This design comes from an exercise in tuning for small area and a short achievable clock period on the open sky130 flow, not from production work.
Only simulation tests tie the RTL to the original design; equivalence was not proved.
Power figures rest on the tool's default switching activity, not on a simulated workload.

Design FFT_R2SDF, start of the top module:
module FFT_R2SDF (
   iClk,
   iRst_n,
   iData_valid,
   iData,
   oData_valid,
   oData_Re,
   oData_Im);
==> flow/config.mk <==
export PLATFORM = sky130hd
export DESIGN_NAME = FFT_R2SDF
export DESIGN_NICKNAME = FFT_R2SDF
export VERILOG_FILES = /design/flow/design.v
export SDC_FILE = /design/flow/constraint.sdc
export NUM_CORES = 4
export LEC_CHECK = 0
export CAP_MARGIN = 20
export CORE_MARGIN = 2
export CORE_UTILIZATION = 40
export SETUP_SLACK_MARGIN = 3
export SLEW_MARGIN = 20
==> flow/constraint.sdc <==
create_clock -name core_clock -period 30.0 [get_ports {iClk}]
set_input_delay 6.0000 -clock core_clock [delete_from_list [all_inputs] [get_ports {iClk}]]
set_output_delay 6.0000 -clock core_clock [all_outputs]
set_load 0.01 [all_outputs]
standard.sh (not shown) runs the stock make flow with config.mk's settings and CLKGATE_MAP_FILE= SYNTH_SCRIPT=/design/flow/synth_recipe.tcl, a recipe that flattens the netlist after the stock synthesis.
==> flow/flow/run.sh <==
#!/bin/bash
# The standard layout, with faster port buffers and timing repair aimed at an 8 ns
# period (the clock and constraints are unchanged). The make output goes to standard.log;
# ORFS keeps each tool's own log under orfs/logs.
set -euo pipefail
cd "$(dirname "$0")/.."
bash standard.sh finish \
  "BUFFER_PORTS_ARGS=-buffer_cell sky130_fd_sc_hd__buf_2" \
  SETUP_SLACK_MARGIN=22 \
  > standard.log 2>&1
==> next run, changes <==
==> flow/flow/run.sh (replaced) <==
#!/bin/bash
# The standard layout, with faster port buffers and timing repair aimed at a 7.6 ns
# period (the clock and constraints are unchanged). The make output goes to standard.log;
# ORFS keeps each tool's own log under orfs/logs.
set -euo pipefail
cd "$(dirname "$0")/.."
bash standard.sh finish \
  "BUFFER_PORTS_ARGS=-buffer_cell sky130_fd_sc_hd__buf_2" \
  SETUP_SLACK_MARGIN=22.4 \
  > standard.log 2>&1
--- a/flow/config.mk
+++ b/flow/config.mk
@@ -9,4 +9,6 @@
 export CORE_MARGIN = 2
 export CORE_UTILIZATION = 40
+export CTS_CLUSTER_DIAMETER = 100
+export CTS_CLUSTER_SIZE = 20
 export SETUP_SLACK_MARGIN = 3
 export SLEW_MARGIN = 20
The new run passed the timing, DRC and antenna checks; die area does not change; worst setup slack gains 0.0090 ns; flip-flop and latch count does not change; power goes down by 5.5%; synthesized cell count is unchanged; final area goes down by 2.2%; sequential power is about the same; final cell count goes down by 1.2%; fmax hardly moves.
==> next run, changes <==
==> flow/flow/run.sh (replaced) <==
#!/bin/bash
# The standard layout with three changes to how it is made (the clock, constraints and
# the design are unchanged): faster port buffers (buf_2), timing repair aimed at an 8 ns
# period, and a clock tree with larger sink clusters and no dummy loads. The make output
# goes to standard.log; ORFS keeps each tool's own log under orfs/logs.
set -euo pipefail
cd "$(dirname "$0")/.."
bash standard.sh finish \
  "BUFFER_PORTS_ARGS=-buffer_cell sky130_fd_sc_hd__buf_2" \
  SETUP_SLACK_MARGIN=22 \
  "CTS_ARGS=-sink_clustering_enable -repair_clock_nets -sink_clustering_size 20 -sink_clustering_max_diameter 100 -dont_use_dummy_load" \
  > standard.log 2>&1
--- a/flow/config.mk
+++ b/flow/config.mk
@@ -9,6 +9,4 @@
 export CORE_MARGIN = 2
 export CORE_UTILIZATION = 40
-export CTS_CLUSTER_DIAMETER = 100
-export CTS_CLUSTER_SIZE = 20
 export SETUP_SLACK_MARGIN = 3
 export SLEW_MARGIN = 20
The changed run finished with timing, DRC and antenna clean.
Core utilization went down by 0.29 points.
Die area is unchanged.
Cell count decreases by 0.50%.
Total power falls by 1.4%.
Via count is about the same.
Cell area goes down by 0.66%.
Routed wire length barely changes.
Maximum frequency is about the same.
==> next run, changes <==
==> flow/flow/run.sh (replaced) <==
#!/bin/bash
# The standard layout, with faster port buffers and timing repair aimed at a 7.6 ns
# period (the clock and constraints are unchanged). The make output goes to standard.log;
# ORFS keeps each tool's own log under orfs/logs.
set -euo pipefail
cd "$(dirname "$0")/.."
bash standard.sh finish \
  "BUFFER_PORTS_ARGS=-buffer_cell sky130_fd_sc_hd__buf_2" \
  SETUP_SLACK_MARGIN=22.4 \
  > standard.log 2>&1
Effect: The new run passed the timing, DRC and antenna checks. Total power climbs by a little under a tenth. Critical path depth does not change. Worst setup slack gets worse by 0.016 ns. Hold slack is about the same. Cell area rose by a few percent. Wire length grows slightly. Via count grows slightly. Clock-buffer cell count rose by 519. Cell count increases slightly. Fmax is about the same. Combinational power hardly moves.

-- afterwards: timing with drivers on the ports --
No port has a modelled driver above. Below, the same layouts with a new extraction and two added sets of constraints. Step 1: set_driving_cell puts a clkbuf_16 on iClk and a buf_2 on each other input, an assumption about the parent block. Step 2 adds t to the input delays and takes it off the output delays; t is the mean of the earliest and latest rising clock arrival at the registers after step 1. Input paths then give back, and output paths get back, about the clock's delay inside the block. Three values: ideal ports, drivers, drivers and shift; two values: the first two.
run | t (ns) | setup WS [ns] | slew at the worst register clock pin (ns)
the first run | 1.278 | 22.335 / 22.187 / 21.933 | 0.08 / 0.08
the second run | 1.289 | 22.344 / 22.194 / 21.865 | 0.10 / 0.10
the third run | 1.245 | 22.350 / 22.199 / 21.893 | 0.09 / 0.09
the fourth run | 1.282 | 22.333 / 22.182 / 21.912 | 0.08 / 0.08
After both steps setup and hold are still met in every run listed. For the second run, which loses most, drivers alone change the setup slack by -0.150 ns; drivers and shift together by -0.479 ns. Setup slack includes reset recovery checks.
